Background: an optimization exercise with open tools, aiming at small area, a short achievable clock period and few clock cycles. Do not read the settings as production practice. At most, simulation tests tie the RTL to the original design; equivalence was not proved.

==> inputs of v9 <==
Design CONVCOR, start of the top module:
module CONVCOR(
        clk,
        rst_n,
        in_valid,
        in_a,
        in_b,
        in_mode,
        out_valid,
        out
);
clock: 12.0 ns
lec_check: 0
cap_margin: 20
core_margin: 2
core_utilization: 55
slew_margin: 20
synth_hierarchical: 1
standard.sh (not shown) runs the stock make flow with config.mk's settings and CLKGATE_MAP_FILE= SYNTH_SCRIPT=/design/flow/synth_recipe.tcl, a recipe that flattens the netlist after the stock synthesis.
==> flow/flow/run.sh <==
#!/bin/bash
set -euo pipefail
knobs=(
  SETUP_SLACK_MARGIN=8.6
  "BUFFER_PORTS_ARGS=-buffer_cell sky130_fd_sc_hd__buf_1"
  "CTS_ARGS=-sink_clustering_enable -repair_clock_nets -dont_use_dummy_load -sink_clustering_size 24 -sink_clustering_max_diameter 150"
)
for stage in synth floorplan place cts route finish; do
  bash standard.sh "${knobs[@]}" "$stage" > "log_${stage}.log" 2>&1
done
==> v20: changes against v9 <==
--- a/flow/design.v
+++ b/flow/design.v
@@ -61,63 +61,64 @@
         acc_n = s1 | s2;
         ov_n  = s2;
     end else begin
         acc_n = s2 | s4 | s5 | s7;
         ov_n  = s2 | s5 | s7 | s8;
     end
 end
-reg        acc, ov;          
+reg        acc, ov, m0;      
 reg        acc2, ov2;        
 always @(posedge clk) begin
     acc2 <= acc;
     ov2  <= ov & rst_n;
     acc <= acc_n;
     ov  <= ov_n & rst_n;
+    m0  <= ~cur_mode;
 end
 wire [7:0] ar = xa[15:8];
 wire [7:0] ai = xa[7:0];
 wire [7:0] br = xb[15:8];
 wire [7:0] bx = xb[7:0];    
 wire [7:0] by = ~bx;        
-wire [7:0] cr = ai & {8{~mode}};  
-wire [7:0] ci = ar & {8{mode}};   
+wire [7:0] cr = ai & {8{m0}};     
+wire [7:0] ci = ar & {8{~m0}};    
 wire [17:0] acc_r = out[35:18] & {18{acc2}};
 wire [17:0] acc_i = out[17:0]  & {18{acc2}};
 wire tra_1, tra_2;
 CONVCOR_fa u_tra_1 (.a(~(ar[0] & br[6])), .b(~(ar[1] & br[5])), .c(~(ar[2] & br[4])), .s(tra_1), .co(tra_2));
 wire tra_3, tra_4;
 CONVCOR_fa u_tra_3 (.a((ar[0] & br[7])), .b(~(ar[1] & br[6])), .c(~(ar[2] & br[5])), .s(tra_3), .co(tra_4));
 wire tra_5, tra_6;
 CONVCOR_fa u_tra_5 (.a(~(ar[3] & br[4])), .b(~(ar[4] & br[3])), .c(~(ar[5] & br[2])), .s(tra_5), .co(tra_6));
 wire tra_7, tra_8;
 CONVCOR_fa u_tra_7 (.a(~(ar[6] & br[1])), .b((ar[7] & br[0])), .c((ai[0] & bx[7])), .s(tra_7), .co(tra_8));
 wire tra_9, tra_10;
 CONVCOR_fa u_tra_9 (.a((ar[1] & br[7])), .b(~(ar[2] & br[6])), .c(~(ar[3] & br[5])), .s(tra_9), .co(tra_10));
 wire tra_11, tra_12;
 CONVCOR_fa u_tra_11 (.a(~(ar[4] & br[4])), .b(~(ar[5] & br[3])), .c(~(ar[6] & br[2])), .s(tra_11), .co(tra_12));
-wire tra_13, tra_14;
-CONVCOR_fa u_tra_13 (.a((ar[7] & br[1])), .b((ai[1] & bx[7])), .c(1'b1), .s(tra_13), .co(tra_14));
+wire tra_13 = ~((ar[7] & br[1]) ^ (ai[1] & bx[7]));
+wire tra_14 = (ar[7] & br[1]) | (ai[1] & bx[7]);
 wire tra_15, tra_16;
 CONVCOR_fa u_tra_15 (.a((ar[2] & br[7])), .b(~(ar[3] & br[6])), .c(~(ar[4] & br[5])), .s(tra_15), .co(tra_16));
 wire tra_17, tra_18;
 CONVCOR_fa u_tra_17 (.a(~(ar[0] & br[4])), .b(~(ar[1] & br[3])), .c(~(ar[2] & br[2])), .s(tra_17), .co(tra_18));
 wire tra_19, tra_20;
 CONVCOR_fa u_tra_19 (.a(~(ar[0] & br[5])), .b(~(ar[1] & br[4])), .c(~(ar[2] & br[3])), .s(tra_19), .co(tra_20));
 wire tra_21, tra_22;
 CONVCOR_fa u_tra_21 (.a(~(ar[3] & br[2])), .b(~(ar[4] & br[1])), .c(~(ar[5] & br[0])), .s(tra_21), .co(tra_22));
-wire tra_23, tra_24;
-CONVCOR_fa u_tra_23 (.a(~(ai[0] & bx[5])), .b(~(ai[1] & bx[4])), .c(1'b1), .s(tra_23), .co(tra_24));
+wire tra_23 = ~(~(ai[0] & bx[5]) ^ ~(ai[1] & bx[4]));
+wire tra_24 = ~(ai[0] & bx[5]) | ~(ai[1] & bx[4]);
 wire tra_25, tra_26;
 CONVCOR_fa u_tra_25 (.a(~(ar[3] & br[3])), .b(~(ar[4] & br[2])), .c(~(ar[5] & br[1])), .s(tra_25), .co(tra_26));
 wire tra_27, tra_28;
 CONVCOR_fa u_tra_27 (.a(~(ar[6] & br[0])), .b(~(ai[0] & bx[6])), .c(~(ai[1] & bx[5])), .s(tra_27), .co(tra_28));
 wire tra_29, tra_30;
 CONVCOR_fa u_tra_29 (.a(~(ai[2] & bx[4])), .b(~(ai[3] & bx[3])), .c(~(ai[4] & bx[2])), .s(tra_29), .co(tra_30));
-wire tra_31, tra_32;
-CONVCOR_fa u_tra_31 (.a(~(ai[5] & bx[1])), .b(~(ai[6] & bx[0])), .c(1'b1), .s(tra_31), .co(tra_32));
+wire tra_31 = ~(~(ai[5] & bx[1]) ^ ~(ai[6] & bx[0]));
+wire tra_32 = ~(ai[5] & bx[1]) | ~(ai[6] & bx[0]);
 wire tra_33, tra_34;
 CONVCOR_fa u_tra_33 (.a(~(ai[1] & bx[6])), .b(~(ai[2] & bx[5])), .c(~(ai[3] & bx[4])), .s(tra_33), .co(tra_34));
 wire tra_35, tra_36;
 CONVCOR_fa u_tra_35 (.a(~(ai[4] & bx[3])), .b(~(ai[5] & bx[2])), .c(~(ai[6] & bx[1])), .s(tra_35), .co(tra_36));
 wire tra_37, tra_38;
 CONVCOR_ha u_tra_37 (.a((ai[7] & bx[0])), .b(cr[7]), .s(tra_37), .co(tra_38));
 wire tra_39, tra_40;
@@ -142,26 +143,26 @@
 CONVCOR_fa u_tra_57 (.a((ar[3] & br[7])), .b(~(ar[4] & br[6])), .c(~(ar[5] & br[5])), .s(tra_57), .co(tra_58));
 wire tra_59, tra_60;
 CONVCOR_fa u_tra_59 (.a(~(ar[6] & br[4])), .b((ar[7] & br[3])), .c((ai[3] & bx[7])), .s(tra_59), .co(tra_60));
 wire tra_61, tra_62;
 CONVCOR_fa u_tra_61 (.a(~(ai[4] & bx[6])), .b(~(ai[5] & bx[5])), .c(~(ai[6] & bx[4])), .s(tra_61), .co(tra_62));
 wire tra_63, tra_64;
 CONVCOR_fa u_tra_63 (.a((ar[4] & br[7])), .b(~(ar[5] & br[6])), .c(~(ar[6] & br[5])), .s(tra_63), .co(tra_64));
-wire tra_65, tra_66;
-CONVCOR_fa u_tra_65 (.a(~(ar[0] & br[2])), .b(~(ar[1] & br[1])), .c(1'b1), .s(tra_65), .co(tra_66));
+wire tra_65 = ~(~(ar[0] & br[2]) ^ ~(ar[1] & br[1]));
+wire tra_66 = ~(ar[0] & br[2]) | ~(ar[1] & br[1]);
 wire tra_67, tra_68;
 CONVCOR_fa u_tra_67 (.a(~(ar[0] & br[3])), .b(~(ar[1] & br[2])), .c(~(ar[2] & br[1])), .s(tra_67), .co(tra_68));
 wire tra_69, tra_70;
 CONVCOR_fa u_tra_69 (.a(~(ar[3] & br[0])), .b(~(ai[0] & bx[3])), .c(~(ai[1] & bx[2])), .s(tra_69), .co(tra_70));
 wire tra_71, tra_72;
 CONVCOR_fa u_tra_71 (.a(~(ar[3] & br[1])), .b(~(ar[4] & br[0])), .c(~(ai[0] & bx[4])), .s(tra_71), .co(tra_72));
 wire tra_73, tra_74;
 CONVCOR_fa u_tra_73 (.a(~(ai[1] & bx[3])), .b(~(ai[2] & bx[2])), .c(~(ai[3] & bx[1])), .s(tra_73), .co(tra_74));
-wire tra_75, tra_76;
-CONVCOR_fa u_tra_75 (.a(~(ai[4] & bx[0])), .b(~cr[4]), .c(1'b1), .s(tra_75), .co(tra_76));
+wire tra_75 = ~(~(ai[4] & bx[0]) ^ ~cr[4]);
+wire tra_76 = ~(ai[4] & bx[0]) | ~cr[4];
 wire tra_77, tra_78;
 CONVCOR_fa u_tra_77 (.a(~(ai[2] & bx[3])), .b(~(ai[3] & bx[2])), .c(~(ai[4] & bx[1])), .s(tra_77), .co(tra_78));
 wire tra_79, tra_80;
 CONVCOR_fa u_tra_79 (.a(~(ai[5] & bx[0])), .b(~cr[5]), .c(tra_19), .s(tra_79), .co(tra_80));
 wire tra_81, tra_82;
 CONVCOR_fa u_tra_81 (.a(tra_21), .b(tra_23), .c(tra_18), .s(tra_81), .co(tra_82));
 wire tra_83, tra_84;
@@ -200,20 +201,20 @@
 CONVCOR_fa u_tra_115 (.a(~(ai[6] & bx[5])), .b((ai[7] & bx[4])), .c(tra_63), .s(tra_115), .co(tra_116));
 wire tra_117, tra_118;
 CONVCOR_fa u_tra_117 (.a(tra_58), .b(tra_60), .c(tra_62), .s(tra_117), .co(tra_118));
 wire tra_119, tra_120;
 CONVCOR_fa u_tra_119 (.a((ar[5] & br[7])), .b(~(ar[6] & br[6])), .c((ar[7] & br[5])), .s(tra_119), .co(tra_120));
 wire tra_121, tra_122;
 CONVCOR_fa u_tra_121 (.a((ai[5] & bx[7])), .b(~(ai[6] & bx[6])), .c((ai[7] & bx[5])), .s(tra_121), .co(tra_122));
-wire tra_123, tra_124;
-CONVCOR_fa u_tra_123 (.a(~(ar[0] & br[1])), .b(~(ar[1] & br[0])), .c(1'b1), .s(tra_123), .co(tra_124));
+wire tra_123 = ~(~(ar[0] & br[1]) ^ ~(ar[1] & br[0]));
+wire tra_124 = ~(ar[0] & br[1]) | ~(ar[1] & br[0]);
 wire tra_125, tra_126;
 CONVCOR_fa u_tra_125 (.a(~(ar[2] & br[0])), .b(~(ai[0] & bx[2])), .c(~(ai[1] & bx[1])), .s(tra_125), .co(tra_126));
-wire tra_127, tra_128;
-CONVCOR_fa u_tra_127 (.a(~(ai[2] & bx[0])), .b(~cr[2]), .c(1'b1), .s(tra_127), .co(tra_128));
+wire tra_127 = ~(~(ai[2] & bx[0]) ^ ~cr[2]);
+wire tra_128 = ~(ai[2] & bx[0]) | ~cr[2];
 wire tra_129, tra_130;
 CONVCOR_fa u_tra_129 (.a(~(ai[2] & bx[1])), .b(~(ai[3] & bx[0])), .c(~cr[3]), .s(tra_129), .co(tra_130));
 wire tra_131, tra_132;
 CONVCOR_fa u_tra_131 (.a(tra_67), .b(tra_69), .c(tra_66), .s(tra_131), .co(tra_132));
 wire tra_133, tra_134;
 CONVCOR_fa u_tra_133 (.a(tra_17), .b(tra_71), .c(tra_73), .s(tra_133), .co(tra_134));
 wire tra_135, tra_136;
@@ -250,16 +251,16 @@
 CONVCOR_fa u_tra_165 (.a(tra_64), .b(tra_119), .c(tra_121), .s(tra_165), .co(tra_166));
 wire tra_167, tra_168;
 CONVCOR_fa u_tra_167 (.a(tra_114), .b(tra_116), .c(tra_118), .s(tra_167), .co(tra_168));
 wire tra_169, tra_170;
 CONVCOR_fa u_tra_169 (.a((ar[6] & br[7])), .b((ar[7] & br[6])), .c((ai[6] & bx[7])), .s(tra_169), .co(tra_170));
 wire tra_171, tra_172;
 CONVCOR_fa u_tra_171 (.a((ai[7] & bx[6])), .b(tra_120), .c(tra_122), .s(tra_171), .co(tra_172));
-wire tra_173, tra_174;
-CONVCOR_fa u_tra_173 (.a(~(ai[0] & bx[1])), .b(~(ai[1] & bx[0])), .c(1'b1), .s(tra_173), .co(tra_174));
+wire tra_173 = ~(~(ai[0] & bx[1]) ^ ~(ai[1] & bx[0]));
+wire tra_174 = ~(ai[0] & bx[1]) | ~(ai[1] & bx[0]);
 wire tra_175, tra_176;
 CONVCOR_fa u_tra_175 (.a(tra_65), .b(tra_125), .c(tra_127), .s(tra_175), .co(tra_176));
 wire tra_177, tra_178;
 CONVCOR_fa u_tra_177 (.a(tra_129), .b(tra_126), .c(tra_128), .s(tra_177), .co(tra_178));
 wire tra_179, tra_180;
 CONVCOR_fa u_tra_179 (.a(tra_130), .b(tra_133), .c(tra_135), .s(tra_179), .co(tra_180));
 wire tra_181, tra_182;
@@ -327,16 +328,16 @@
     tr_p13_1 <= tra_197;
     tr_p13_2 <= tra_196;
     tr_p14_0 <= tra_172;
     tr_p14_1 <= tra_199;
     tr_p14_2 <= tra_198;
     tr_p15_0 <= tra_200;
 end
-wire trb_1, trb_2;
-CONVCOR_fa u_trb_1 (.a(tr_p0_0), .b(tr_p0_1), .c(1'b1), .s(trb_1), .co(trb_2));
+wire trb_1 = ~(tr_p0_0 ^ tr_p0_1);
+wire trb_2 = tr_p0_0 | tr_p0_1;
 wire trb_3, trb_4;
 CONVCOR_fa u_trb_3 (.a(tr_p1_0), .b(tr_p1_1), .c(tr_p1_2), .s(trb_3), .co(trb_4));
 wire trb_5, trb_6;
 CONVCOR_fa u_trb_5 (.a(tr_p2_0), .b(tr_p2_1), .c(tr_p2_2), .s(trb_5), .co(trb_6));
 wire trb_7, trb_8;
 CONVCOR_fa u_trb_7 (.a(tr_p3_0), .b(tr_p3_1), .c(tr_p3_2), .s(trb_7), .co(trb_8));
 wire trb_9, trb_10;
@@ -357,16 +358,16 @@
 CONVCOR_fa u_trb_23 (.a(tr_p11_0), .b(tr_p11_1), .c(tr_p11_2), .s(trb_23), .co(trb_24));
 wire trb_25, trb_26;
 CONVCOR_fa u_trb_25 (.a(tr_p12_0), .b(tr_p12_1), .c(tr_p12_2), .s(trb_25), .co(trb_26));
 wire trb_27, trb_28;
 CONVCOR_fa u_trb_27 (.a(tr_p13_0), .b(tr_p13_1), .c(tr_p13_2), .s(trb_27), .co(trb_28));
 wire trb_29, trb_30;
 CONVCOR_fa u_trb_29 (.a(tr_p14_0), .b(tr_p14_1), .c(tr_p14_2), .s(trb_29), .co(trb_30));
-wire trb_31, trb_32;
-CONVCOR_fa u_trb_31 (.a(tr_p0_2), .b(~acc_r[0]), .c(1'b1), .s(trb_31), .co(trb_32));
+wire trb_31 = ~(tr_p0_2 ^ ~acc_r[0]);
+wire trb_32 = tr_p0_2 | ~acc_r[0];
 wire trb_33, trb_34;
 CONVCOR_fa u_trb_33 (.a(~acc_r[1]), .b(trb_3), .c(trb_2), .s(trb_33), .co(trb_34));
 wire trb_35, trb_36;
 CONVCOR_fa u_trb_35 (.a(~acc_r[2]), .b(trb_5), .c(trb_4), .s(trb_35), .co(trb_36));
 wire trb_37, trb_38;
 CONVCOR_fa u_trb_37 (.a(~acc_r[3]), .b(trb_7), .c(trb_6), .s(trb_37), .co(trb_38));
 wire trb_39, trb_40;
@@ -408,34 +409,34 @@
 CONVCOR_fa u_tia_5 (.a(~(ai[3] & br[4])), .b(~(ai[4] & br[3])), .c(~(ai[5] & br[2])), .s(tia_5), .co(tia_6));
 wire tia_7, tia_8;
 CONVCOR_fa u_tia_7 (.a(~(ai[6] & br[1])), .b((ai[7] & br[0])), .c((ar[0] & by[7])), .s(tia_7), .co(tia_8));
 wire tia_9, tia_10;
 CONVCOR_fa u_tia_9 (.a((ai[1] & br[7])), .b(~(ai[2] & br[6])), .c(~(ai[3] & br[5])), .s(tia_9), .co(tia_10));
 wire tia_11, tia_12;
 CONVCOR_fa u_tia_11 (.a(~(ai[4] & br[4])), .b(~(ai[5] & br[3])), .c(~(ai[6] & br[2])), .s(tia_11), .co(tia_12));
-wire tia_13, tia_14;
-CONVCOR_fa u_tia_13 (.a((ai[7] & br[1])), .b((ar[1] & by[7])), .c(1'b1), .s(tia_13), .co(tia_14));
+wire tia_13 = ~((ai[7] & br[1]) ^ (ar[1] & by[7]));
+wire tia_14 = (ai[7] & br[1]) | (ar[1] & by[7]);
 wire tia_15, tia_16;
 CONVCOR_fa u_tia_15 (.a((ai[2] & br[7])), .b(~(ai[3] & br[6])), .c(~(ai[4] & br[5])), .s(tia_15), .co(tia_16));
 wire tia_17, tia_18;
 CONVCOR_fa u_tia_17 (.a(~(ai[0] & br[4])), .b(~(ai[1] & br[3])), .c(~(ai[2] & br[2])), .s(tia_17), .co(tia_18));
 wire tia_19, tia_20;
 CONVCOR_fa u_tia_19 (.a(~(ai[0] & br[5])), .b(~(ai[1] & br[4])), .c(~(ai[2] & br[3])), .s(tia_19), .co(tia_20));
 wire tia_21, tia_22;
 CONVCOR_fa u_tia_21 (.a(~(ai[3] & br[2])), .b(~(ai[4] & br[1])), .c(~(ai[5] & br[0])), .s(tia_21), .co(tia_22));
-wire tia_23, tia_24;
-CONVCOR_fa u_tia_23 (.a(~(ar[0] & by[5])), .b(~(ar[1] & by[4])), .c(1'b1), .s(tia_23), .co(tia_24));
+wire tia_23 = ~(~(ar[0] & by[5]) ^ ~(ar[1] & by[4]));
+wire tia_24 = ~(ar[0] & by[5]) | ~(ar[1] & by[4]);
 wire tia_25, tia_26;
 CONVCOR_fa u_tia_25 (.a(~(ai[3] & br[3])), .b(~(ai[4] & br[2])), .c(~(ai[5] & br[1])), .s(tia_25), .co(tia_26));
 wire tia_27, tia_28;
 CONVCOR_fa u_tia_27 (.a(~(ai[6] & br[0])), .b(~(ar[0] & by[6])), .c(~(ar[1] & by[5])), .s(tia_27), .co(tia_28));
 wire tia_29, tia_30;
 CONVCOR_fa u_tia_29 (.a(~(ar[2] & by[4])), .b(~(ar[3] & by[3])), .c(~(ar[4] & by[2])), .s(tia_29), .co(tia_30));
-wire tia_31, tia_32;
-CONVCOR_fa u_tia_31 (.a(~(ar[5] & by[1])), .b(~(ar[6] & by[0])), .c(1'b1), .s(tia_31), .co(tia_32));
+wire tia_31 = ~(~(ar[5] & by[1]) ^ ~(ar[6] & by[0]));
+wire tia_32 = ~(ar[5] & by[1]) | ~(ar[6] & by[0]);
 wire tia_33, tia_34;
 CONVCOR_fa u_tia_33 (.a(~(ar[1] & by[6])), .b(~(ar[2] & by[5])), .c(~(ar[3] & by[4])), .s(tia_33), .co(tia_34));
 wire tia_35, tia_36;
 CONVCOR_fa u_tia_35 (.a(~(ar[4] & by[3])), .b(~(ar[5] & by[2])), .c(~(ar[6] & by[1])), .s(tia_35), .co(tia_36));
 wire tia_37, tia_38;
 CONVCOR_ha u_tia_37 (.a((ar[7] & by[0])), .b(ci[7]), .s(tia_37), .co(tia_38));
 wire tia_39, tia_40;
@@ -460,26 +461,26 @@
 CONVCOR_fa u_tia_57 (.a((ai[3] & br[7])), .b(~(ai[4] & br[6])), .c(~(ai[5] & br[5])), .s(tia_57), .co(tia_58));
 wire tia_59, tia_60;
 CONVCOR_fa u_tia_59 (.a(~(ai[6] & br[4])), .b((ai[7] & br[3])), .c((ar[3] & by[7])), .s(tia_59), .co(tia_60));
 wire tia_61, tia_62;
 CONVCOR_fa u_tia_61 (.a(~(ar[4] & by[6])), .b(~(ar[5] & by[5])), .c(~(ar[6] & by[4])), .s(tia_61), .co(tia_62));
 wire tia_63, tia_64;
 CONVCOR_fa u_tia_63 (.a((ai[4] & br[7])), .b(~(ai[5] & br[6])), .c(~(ai[6] & br[5])), .s(tia_63), .co(tia_64));
-wire tia_65, tia_66;
-CONVCOR_fa u_tia_65 (.a(~(ai[0] & br[2])), .b(~(ai[1] & br[1])), .c(1'b1), .s(tia_65), .co(tia_66));
+wire tia_65 = ~(~(ai[0] & br[2]) ^ ~(ai[1] & br[1]));
+wire tia_66 = ~(ai[0] & br[2]) | ~(ai[1] & br[1]);
 wire tia_67, tia_68;
 CONVCOR_fa u_tia_67 (.a(~(ai[0] & br[3])), .b(~(ai[1] & br[2])), .c(~(ai[2] & br[1])), .s(tia_67), .co(tia_68));
 wire tia_69, tia_70;
 CONVCOR_fa u_tia_69 (.a(~(ai[3] & br[0])), .b(~(ar[0] & by[3])), .c(~(ar[1] & by[2])), .s(tia_69), .co(tia_70));
 wire tia_71, tia_72;
 CONVCOR_fa u_tia_71 (.a(~(ai[3] & br[1])), .b(~(ai[4] & br[0])), .c(~(ar[0] & by[4])), .s(tia_71), .co(tia_72));
 wire tia_73, tia_74;
 CONVCOR_fa u_tia_73 (.a(~(ar[1] & by[3])), .b(~(ar[2] & by[2])), .c(~(ar[3] & by[1])), .s(tia_73), .co(tia_74));
-wire tia_75, tia_76;
-CONVCOR_fa u_tia_75 (.a(~(ar[4] & by[0])), .b(~ci[4]), .c(1'b1), .s(tia_75), .co(tia_76));
+wire tia_75 = ~(~(ar[4] & by[0]) ^ ~ci[4]);
+wire tia_76 = ~(ar[4] & by[0]) | ~ci[4];
 wire tia_77, tia_78;
 CONVCOR_fa u_tia_77 (.a(~(ar[2] & by[3])), .b(~(ar[3] & by[2])), .c(~(ar[4] & by[1])), .s(tia_77), .co(tia_78));
 wire tia_79, tia_80;
 CONVCOR_fa u_tia_79 (.a(~(ar[5] & by[0])), .b(~ci[5]), .c(tia_19), .s(tia_79), .co(tia_80));
 wire tia_81, tia_82;
 CONVCOR_fa u_tia_81 (.a(tia_21), .b(tia_23), .c(tia_18), .s(tia_81), .co(tia_82));
 wire tia_83, tia_84;
@@ -518,20 +519,20 @@
 CONVCOR_fa u_tia_115 (.a(~(ar[6] & by[5])), .b((ar[7] & by[4])), .c(tia_63), .s(tia_115), .co(tia_116));
 wire tia_117, tia_118;
 CONVCOR_fa u_tia_117 (.a(tia_58), .b(tia_60), .c(tia_62), .s(tia_117), .co(tia_118));
 wire tia_119, tia_120;
 CONVCOR_fa u_tia_119 (.a((ai[5] & br[7])), .b(~(ai[6] & br[6])), .c((ai[7] & br[5])), .s(tia_119), .co(tia_120));
 wire tia_121, tia_122;
 CONVCOR_fa u_tia_121 (.a((ar[5] & by[7])), .b(~(ar[6] & by[6])), .c((ar[7] & by[5])), .s(tia_121), .co(tia_122));
-wire tia_123, tia_124;
-CONVCOR_fa u_tia_123 (.a(~(ai[0] & br[1])), .b(~(ai[1] & br[0])), .c(1'b1), .s(tia_123), .co(tia_124));
+wire tia_123 = ~(~(ai[0] & br[1]) ^ ~(ai[1] & br[0]));
+wire tia_124 = ~(ai[0] & br[1]) | ~(ai[1] & br[0]);
 wire tia_125, tia_126;
 CONVCOR_fa u_tia_125 (.a(~(ai[2] & br[0])), .b(~(ar[0] & by[2])), .c(~(ar[1] & by[1])), .s(tia_125), .co(tia_126));
-wire tia_127, tia_128;
-CONVCOR_fa u_tia_127 (.a(~(ar[2] & by[0])), .b(~ci[2]), .c(1'b1), .s(tia_127), .co(tia_128));
+wire tia_127 = ~(~(ar[2] & by[0]) ^ ~ci[2]);
+wire tia_128 = ~(ar[2] & by[0]) | ~ci[2];
 wire tia_129, tia_130;
 CONVCOR_fa u_tia_129 (.a(~(ar[2] & by[1])), .b(~(ar[3] & by[0])), .c(~ci[3]), .s(tia_129), .co(tia_130));
 wire tia_131, tia_132;
 CONVCOR_fa u_tia_131 (.a(tia_67), .b(tia_69), .c(tia_66), .s(tia_131), .co(tia_132));
 wire tia_133, tia_134;
 CONVCOR_fa u_tia_133 (.a(tia_17), .b(tia_71), .c(tia_73), .s(tia_133), .co(tia_134));
 wire tia_135, tia_136;
@@ -568,16 +569,16 @@
 CONVCOR_fa u_tia_165 (.a(tia_64), .b(tia_119), .c(tia_121), .s(tia_165), .co(tia_166));
 wire tia_167, tia_168;
 CONVCOR_fa u_tia_167 (.a(tia_114), .b(tia_116), .c(tia_118), .s(tia_167), .co(tia_168));
 wire tia_169, tia_170;
 CONVCOR_fa u_tia_169 (.a((ai[6] & br[7])), .b((ai[7] & br[6])), .c((ar[6] & by[7])), .s(tia_169), .co(tia_170));
 wire tia_171, tia_172;
 CONVCOR_fa u_tia_171 (.a((ar[7] & by[6])), .b(tia_120), .c(tia_122), .s(tia_171), .co(tia_172));
-wire tia_173, tia_174;
-CONVCOR_fa u_tia_173 (.a(~(ar[0] & by[1])), .b(~(ar[1] & by[0])), .c(1'b1), .s(tia_173), .co(tia_174));
+wire tia_173 = ~(~(ar[0] & by[1]) ^ ~(ar[1] & by[0]));
+wire tia_174 = ~(ar[0] & by[1]) | ~(ar[1] & by[0]);
 wire tia_175, tia_176;
 CONVCOR_fa u_tia_175 (.a(tia_65), .b(tia_125), .c(tia_127), .s(tia_175), .co(tia_176));
 wire tia_177, tia_178;
 CONVCOR_fa u_tia_177 (.a(tia_129), .b(tia_126), .c(tia_128), .s(tia_177), .co(tia_178));
 wire tia_179, tia_180;
 CONVCOR_fa u_tia_179 (.a(tia_130), .b(tia_133), .c(tia_135), .s(tia_179), .co(tia_180));
 wire tia_181, tia_182;
@@ -645,16 +646,16 @@
     ti_p13_1 <= tia_197;
     ti_p13_2 <= tia_196;
     ti_p14_0 <= tia_172;
     ti_p14_1 <= tia_199;
     ti_p14_2 <= tia_198;
     ti_p15_0 <= tia_200;
 end
-wire tib_1, tib_2;
-CONVCOR_fa u_tib_1 (.a(ti_p0_0), .b(ti_p0_1), .c(1'b1), .s(tib_1), .co(tib_2));
+wire tib_1 = ~(ti_p0_0 ^ ti_p0_1);
+wire tib_2 = ti_p0_0 | ti_p0_1;
 wire tib_3, tib_4;
 CONVCOR_fa u_tib_3 (.a(ti_p1_0), .b(ti_p1_1), .c(ti_p1_2), .s(tib_3), .co(tib_4));
 wire tib_5, tib_6;
 CONVCOR_fa u_tib_5 (.a(ti_p2_0), .b(ti_p2_1), .c(ti_p2_2), .s(tib_5), .co(tib_6));
 wire tib_7, tib_8;
 CONVCOR_fa u_tib_7 (.a(ti_p3_0), .b(ti_p3_1), .c(ti_p3_2), .s(tib_7), .co(tib_8));
 wire tib_9, tib_10;
@@ -675,16 +676,16 @@
 CONVCOR_fa u_tib_23 (.a(ti_p11_0), .b(ti_p11_1), .c(ti_p11_2), .s(tib_23), .co(tib_24));
 wire tib_25, tib_26;
 CONVCOR_fa u_tib_25 (.a(ti_p12_0), .b(ti_p12_1), .c(ti_p12_2), .s(tib_25), .co(tib_26));
 wire tib_27, tib_28;
 CONVCOR_fa u_tib_27 (.a(ti_p13_0), .b(ti_p13_1), .c(ti_p13_2), .s(tib_27), .co(tib_28));
 wire tib_29, tib_30;
 CONVCOR_fa u_tib_29 (.a(ti_p14_0), .b(ti_p14_1), .c(ti_p14_2), .s(tib_29), .co(tib_30));
-wire tib_31, tib_32;
-CONVCOR_fa u_tib_31 (.a(ti_p0_2), .b(~acc_i[0]), .c(1'b1), .s(tib_31), .co(tib_32));
+wire tib_31 = ~(ti_p0_2 ^ ~acc_i[0]);
+wire tib_32 = ti_p0_2 | ~acc_i[0];
 wire tib_33, tib_34;
 CONVCOR_fa u_tib_33 (.a(~acc_i[1]), .b(tib_3), .c(tib_2), .s(tib_33), .co(tib_34));
 wire tib_35, tib_36;
 CONVCOR_fa u_tib_35 (.a(~acc_i[2]), .b(tib_5), .c(tib_4), .s(tib_35), .co(tib_36));
 wire tib_37, tib_38;
 CONVCOR_fa u_tib_37 (.a(~acc_i[3]), .b(tib_7), .c(tib_6), .s(tib_37), .co(tib_38));
 wire tib_39, tib_40;
==> flow/flow/run.sh (replaced) <==
#!/bin/bash
# Standard ORFS layout, with repair_timing aiming for extra setup slack so the
# layout is sized for a shorter period than the 12 ns constraint, plain
# buffers on the ports, larger clock sink clusters and no dummy clock loads.
set -euo pipefail
bash standard.sh SETUP_SLACK_MARGIN=8.55 \
  "BUFFER_PORTS_ARGS=-buffer_cell sky130_fd_sc_hd__buf_1" \
  "CTS_ARGS=-sink_clustering_enable -repair_clock_nets -dont_use_dummy_load -sink_clustering_size 24 -sink_clustering_max_diameter 150" \
  finish > flow_standard.log 2>&1
- CORE_UTILIZATION: 55 -> 40
==> flow_summary.ini <==
[run_status]
status = finished clean

[timing]
hold_slack_ns = 0.336
setup_ws_ns = 8.64

[final_layout]
syn2layout_area_growth_pct = 9.91

[floorplan]
die_h_um = 168

[synth]
yosys.area_share.simple_pct = 13.2
syn_avg_cell_area_sq_um = 11.8

[routing]
wl_met3_um = 1400
wl_per_cell_um = 18.3
(the above is from v9)
==> flow_summary.ini <==
[run_status]
status = finished clean

[final_layout]
syn2layout_area_growth_pct = 8.70

[timing]
setup_ws_ns = 8.59
hold_slack_ns = 0.331

[routing]
wl_met3_um = 1610
(the above is from v20)
Testbench counts of v20, summed over its fixed seeds: cycles 64,050.
For v9, only the layout was checked, not whether the RTL still works.

separate check: timing with driven ports:
The flow's constraints put no driver on any port. The routed layouts listed below were extracted and timed again, unchanged, in two steps. Step 1 assumes that a clkbuf_16 drives the clock port and a buf_2 every other input. Step 2 adds t to the input delays and takes it off the output delays; t is the mean of the earliest and latest rising clock arrival at the registers after step 1. Input paths then give back, and output paths get back, about the clock's delay inside the block. a / b / c = no drivers / after step 1 / after step 2; a / b = the first two.
run | t, ns | setup WS [ns] | worst hold slack (ns) | worst setup path at the end | pins driven straight from the clock port
v9 | 0.538 | 8.636 / 8.585 / 8.333 | 0.336 / 0.336 / 0.336 | input to register | 1
v20 | 0.528 | 8.589 / 8.540 / 8.209 | 0.331 / 0.331 / 0.331 | input to register | 1
After both steps setup and hold are still met in every run listed. For v20, which loses most, drivers alone change the setup slack by -0.049 ns; drivers and shift together by -0.380 ns.
